From an optimization exercise on the open Yosys and OpenROAD flow, aimed at small area and a short achievable clock period; shortcuts taken in it are not production practice.
RTL that was checked went through simulation tests only; none was proved equivalent to the original.
No activity file was given, so power comes from the tool's default toggle rates.

## sync_fifo
module sync_fifo
#(
    parameter DATA_WIDTH = 8,
    parameter DATA_DEPTH = 64,
    parameter ADDR_WIDTH = 6
)
(
	input   wire                      clk,
	input   wire                      rst_n,
	input   wire  [DATA_WIDTH-1:0]    wr_data,
	input   wire                      rq,   
	input   wire                      wq,   
	output  reg   [DATA_WIDTH-1:0]    rd_data,
	output  wire                      full,
	output  wire                      empty
);
reg [DATA_WIDTH-1:0] mem [DATA_DEPTH-1:0];
reg [ADDR_WIDTH-1:0] wr_ptr;
reg [7:0]            rd_lo;      
reg [7:0]            rd_hi;      
reg full_r;
reg nempty_r;
assign full  = full_r;
sync_fifo_inv u_empty (.a(nempty_r), .y(empty));
wire wr_en = wq & ~full_r;
wire rd_en = rq & nempty_r;
wire [ADDR_WIDTH-1:0] wr_ptr_inc = wr_ptr + 1'b1;
wire [ADDR_WIDTH-1:0] wr_ptr_dec = wr_ptr - 1'b1;
wire one_left = rd_lo[wr_ptr_dec[2:0]] & rd_hi[wr_ptr_dec[5:3]];
wire one_free = rd_lo[wr_ptr_inc[2:0]] & rd_hi[wr_ptr_inc[5:3]] & nempty_r;
always @(posedge clk or negedge rst_n)
begin
	if (!rst_n) begin
		wr_ptr   <= 0;
		full_r   <= 1'b0;
		nempty_r <= 1'b0;
	end else begin
		if (wr_en)
			wr_ptr <= wr_ptr_inc;
		full_r   <= ~rq & (full_r | (wq & one_free));
		nempty_r <= nempty_r ? ~(rq & ~wq & one_left) : wq;
	end
end
wire [7:0] rd_lo_nx;
wire [7:0] rd_hi_nx;
sync_fifo_rdptr u_rdptr (
	.load(~nempty_r), .step(rq), .wr_ptr(wr_ptr),
	.lo(rd_lo), .hi(rd_hi), .lo_nx(rd_lo_nx), .hi_nx(rd_hi_nx)
);
always @(posedge clk)
begin
	rd_lo <= rd_lo_nx;
	rd_hi <= rd_hi_nx;
end
wire [DATA_DEPTH-1:0] rsel_n;
genvar r, b, g;
generate
	for (r = 0; r < DATA_DEPTH; r = r + 1) begin : rs
		sync_fifo_nand2 u_sel (.a(rd_lo[r % 8]), .b(rd_hi[r / 8]), .y(rsel_n[r]));
	end
endgenerate
wire [DATA_WIDTH-1:0] rd_mux;
wire [DATA_WIDTH-1:0] rd_nx;
generate
	for (b = 0; b < DATA_WIDTH; b = b + 1) begin : rm
		wire [31:0] t;
		wire [15:0] u;
		wire [3:0]  v;
		for (g = 0; g < 32; g = g + 1) begin : l1
			sync_fifo_oai22 u_t (.a1(rsel_n[2*g]), .a2(mem[2*g][b]), .b1(rsel_n[2*g+1]), .b2(mem[2*g+1][b]), .y(t[g]));
		end
  ...
Size in the first run: about 1,800 cells after synthesis, ~20,000 sq um of cells after synthesis.
export LEC_CHECK = 0
export CAP_MARGIN = 20
export CORE_MARGIN = 2
export CORE_UTILIZATION = 60
export SETUP_SLACK_MARGIN = 2.0
export SLEW_MARGIN = 20
export SYNTH_HIERARCHICAL = 1
create_clock -name core_clock -period 4.0 [get_ports {clk}]
standard.sh (not shown) runs the stock make flow with config.mk's settings and CLKGATE_MAP_FILE= SYNTH_SCRIPT=/design/flow/synth_recipe.tcl, a recipe that flattens the netlist after the stock synthesis.
==> flow/flow/run.sh <==
#!/bin/bash
# Layout flow: the standard ORFS flow, with the port buffers made of
# sky130_fd_sc_hd__buf_4 cells instead of the default choice.
# All tool output goes to logs in this folder (standard.log, orfs/logs/).
set -euo pipefail
bash standard.sh "BUFFER_PORTS_ARGS=-buffer_cell sky130_fd_sc_hd__buf_4" finish > standard.log 2>&1
Edit:
==> flow/run.sh (new file) <==
#!/bin/bash
# synth_recipe.tcl (not shown) runs the flow's synth.tcl, then flattens the netlist and writes it again
# the make line also repeats each setting of config.mk as NAME=value (left out here)
make -C /OpenROAD-flow-scripts/flow DESIGN_CONFIG=/design/flow/config.mk WORK_HOME=/design/flow/orfs CLKGATE_MAP_FILE= SYNTH_SCRIPT=/design/flow/synth_recipe.tcl finish
removed: flow/flow/run.sh
removed: flow/standard.sh
Result: Synthesized area is unchanged. Clock-buffer cell count is higher by 6. First-iteration DRC count is lower by 24%. Synthesized cell count does not change.
No run of this note included a check of the RTL's function; only the layout flow was run.

* * *

v17:
sync_fifo, a different RTL version from the one above (not shown whole).
Size: about 1900 cells after synthesis, about 0.020 mm2 of cells after synthesis.
clock: 4.0 ns
lec_check: 0
cap_margin: 20
core_margin: 2
core_utilization: 70
cts_buf_list: sky130_fd_sc_hd__clkbuf_16
cts_cluster_diameter: 100
cts_cluster_size: 28
setup_slack_margin: 2.0
slew_margin: 20
synth_hierarchical: 1
==> flow/flow/run.sh <==
#!/bin/bash
# Layout flow: the standard ORFS flow (standard.sh, standard synthesis
# unchanged), with two changes:
#  - the port buffers are sky130_fd_sc_hd__buf_4 cells;
#  - after global routing, one more setup repair pass (flow/extra_repair.tcl).
# All tool output goes to standard.log and to ORFS's logs under orfs/logs/.
set -euo pipefail
here=$(pwd)
bash standard.sh "BUFFER_PORTS_ARGS=-buffer_cell sky130_fd_sc_hd__buf_4" \
  "POST_GLOBAL_ROUTE_TCL=$here/flow/extra_repair.tcl" finish > standard.log 2>&1
==> flow/flow/extra_repair.tcl <==
# Sourced by ORFS at the end of global routing (POST_GLOBAL_ROUTE_TCL):
# one more setup repair pass on global-route parasitics, as the standard
# global_route.tcl does, then re-legalize and re-route the changed nets.
estimate_parasitics -global_routing
puts "extra repair: worst slack before [worst_slack -max]"
repair_timing -setup -setup_margin $::env(SETUP_SLACK_MARGIN) -verbose
global_route -start_incremental
detailed_placement
global_route -end_incremental
estimate_parasitics -global_routing
puts "extra repair: worst slack after [worst_slack -max]"
Input-level comparison between v57 and v17:
- swapping 70 for 60 in CORE_UTILIZATION
Results
Compared with v17, v57 shows overall power higher by 130 uW.
Arrival time of data at the critical path endpoint in v57 is 0.03 ns below v17.
v17 -> v57: aggregate routed wire length increased by a few percent
Comparing v17 and v57, the lower final critical-path setup slack is on v17.
Run comparison: v17 capture point of the critical path rd_data[6]; v57 capture point of the critical path rd_data[7]
> inputs changed (v57 -> v8)
- a change of CTS_CLUSTER_DIAMETER from 100 to 70
- a change of CTS_CLUSTER_SIZE from 28 to 36
==> run summary <==
- Diff v57 -> v8 | critical path depth | increase of 2
- v57 consumes less power than v8.
- Compared with v57, v8 shows a share of total power in combinational logic that is 2.9 points lower.
- Of v57 and v8, the run reporting the lower number of detailed-route iterations in the first pass was v57.
- Total wire length, v57 and v8, higher one = v8.
- v8 vs v57 — worst supply voltage drop on vdd dropped about 4%.
- The higher initial antenna violation count came out of v57.
- v8 vs v57 — clock buffer instance count of the final layout rose 65%.
Input changes introduced in v55 (baseline for comparison: v8):
- CTS_CLUSTER_SIZE changed from 36 to 28
- CORE_UTILIZATION changed from 60 to 70
- CTS_CLUSTER_DIAMETER changed from 70 to 100
==> flow/run.sh (new file) <==
#!/bin/bash
# synth_recipe.tcl (not shown) runs the flow's synth.tcl, then flattens the netlist and writes it again
# the make line also repeats each setting of config.mk as NAME=value (left out here)
make -C /OpenROAD-flow-scripts/flow DESIGN_CONFIG=/design/flow/config.mk WORK_HOME=/design/flow/orfs CLKGATE_MAP_FILE= SYNTH_SCRIPT=/design/flow/synth_recipe.tcl finish
removed: flow/flow/run.sh
removed: flow/flow/extra_repair.tcl
removed: flow/standard.sh
Findings:
- v55 | status: complete | timing, DRC, antenna: pass
- Multi-input gate area in the final layout: v8 and v55 compared, lower one is v55
- From v8 to v55 the numbers moved as follows: final weighted congestion of routability-driven global placement up 0.037, count of flip-flops with a built-in enable after synthesis roughly the same.
- When the final numbers for v8 and v55 were put side by side, the clock power turned out to be greater in v8.
- In terms of area used by sequential logic in the layout, v55 and v8 differ only marginally.
- Compared with v8, in v55 sequential share of layout area went up; fraction of power spent switching nets went down; worst hold slack went up; routed wire length went down.
- Cells: v55 has fewer instances than v8
- Number of DRC markers after the initial detailed-route iteration in v55 vs v8: up 354
Edits applied to the flow inputs when going from v55 to v38:
- CTS_CLUSTER_DIAMETER now 50, was 100
- CORE_UTILIZATION now 60, was 70
- CTS_BUF_LIST now sky130_fd_sc_hd__clkbuf_8, was sky130_fd_sc_hd__clkbuf_16
- CTS_CLUSTER_SIZE now 16, was 28
==> flow/flow/run.sh (new file) <==
#!/bin/bash
# Layout flow: the standard ORFS flow (standard.sh, standard synthesis
# unchanged), with two changes:
#  - the port buffers are sky130_fd_sc_hd__buf_4 cells;
#  - after global routing, one more setup repair pass (flow/extra_repair.tcl).
# All tool output goes to standard.log and to ORFS's logs under orfs/logs/.
set -euo pipefail
here=$(pwd)
bash standard.sh "BUFFER_PORTS_ARGS=-buffer_cell sky130_fd_sc_hd__buf_4" \
  "POST_GLOBAL_ROUTE_TCL=$here/flow/extra_repair.tcl" finish > standard.log 2>&1
==> flow/flow/extra_repair.tcl (new file) <==
# Sourced by ORFS at the end of global routing (POST_GLOBAL_ROUTE_TCL):
# one more setup repair pass on global-route parasitics, as the standard
# global_route.tcl does, then re-legalize and re-route the changed nets.
estimate_parasitics -global_routing
puts "extra repair: worst slack before [worst_slack -max]"
repair_timing -setup -setup_margin $::env(SETUP_SLACK_MARGIN) -verbose
global_route -start_incremental
detailed_placement
global_route -end_incremental
estimate_parasitics -global_routing
puts "extra repair: worst slack after [worst_slack -max]"
==> flow/standard.sh (new file) <==
#!/bin/bash
# synth_recipe.tcl (not shown) runs the flow's synth.tcl, then flattens the netlist and writes it again
# the make line also repeats each setting of config.mk as NAME=value (left out here)
make -C /OpenROAD-flow-scripts/flow DESIGN_CONFIG=/design/flow/config.mk WORK_HOME=/design/flow/orfs CLKGATE_MAP_FILE= SYNTH_SCRIPT=/design/flow/synth_recipe.tcl "${@:-finish}"
removed: flow/run.sh
Notes after the runs:
[compare] base=v55 new=v38: final worst slack dropped 0.055 ns; worst-path maximum fanout dropped 14; non-clock buffer total of the final layout dropped 12. Going from v55 to v38, hold slack -0.16 ns; power dissipated in combinational cells rose by about 4%; total number of tap cells shows an increase of 17%; required time of the worst setup path fell 1.30 ns; clock network fraction of total power saw an increase. Summary: with v55 as the reference, power density over cell area in v38 moved up by a few percent.

## port drivers added, routing unchanged
No port has a modelled driver above. Below, the same layouts with a new extraction and two added sets of constraints.
Step 1: set_driving_cell puts a clkbuf_16 on clk and a buf_2 on each other input, an assumption about the parent block.
Step 2 times the ports against the registers' clock, not the clock port: input delays grow and output delays shrink by t, the midpoint of the rising clock arrivals with the driver on.
Slacks: no drivers / after step 1 / after step 2; pairs: no drivers / after step 1.
| run | t (ns) | slack for setup (ns) | hold WS [ns] | clock arrival spread, ns | slew at the worst register clock pin (ns) |
|---|---|---|---|---|---|
| the first run of note 1 | 0.649 | 1.914 / 1.857 / 1.823 | 0.063 / 0.030 / 0.475 | 0.020 / 0.020 | 0.06 / 0.06 |
| the second run of note 1 | 0.631 | 1.899 / 1.849 / 1.430 | 0.474 / 0.474 / 0.474 | 0.025 / 0.025 | 0.06 / 0.06 |
| v17 | 0.626 | 1.980 / 1.926 / 1.718 | 0.139 / 0.139 / 0.485 | 0.017 / 0.016 | 0.11 / 0.11 |
| v57 | 0.618 | 2.013 / 1.959 / 1.761 | 0.138 / 0.163 / 0.484 | 0.020 / 0.020 | 0.11 / 0.11 |
| v8 | 0.599 | 1.975 / 1.966 / 1.735 | 0.169 / 0.197 / 0.478 | 0.023 / 0.023 | 0.09 / 0.09 |
| v55 | 0.611 | 1.992 / 1.963 / 1.506 | 0.219 / 0.193 / 0.483 | 0.021 / 0.021 | 0.11 / 0.11 |
| v38 | 0.687 | 1.937 / 1.883 / 1.783 | 0.059 / 0.094 / 0.481 | 0.040 / 0.040 | 0.11 / 0.11 |
After both steps every run listed still meets setup and hold. The setup slack of v55, which loses most, moves by -0.029 ns with the drivers and by -0.486 ns with both steps.
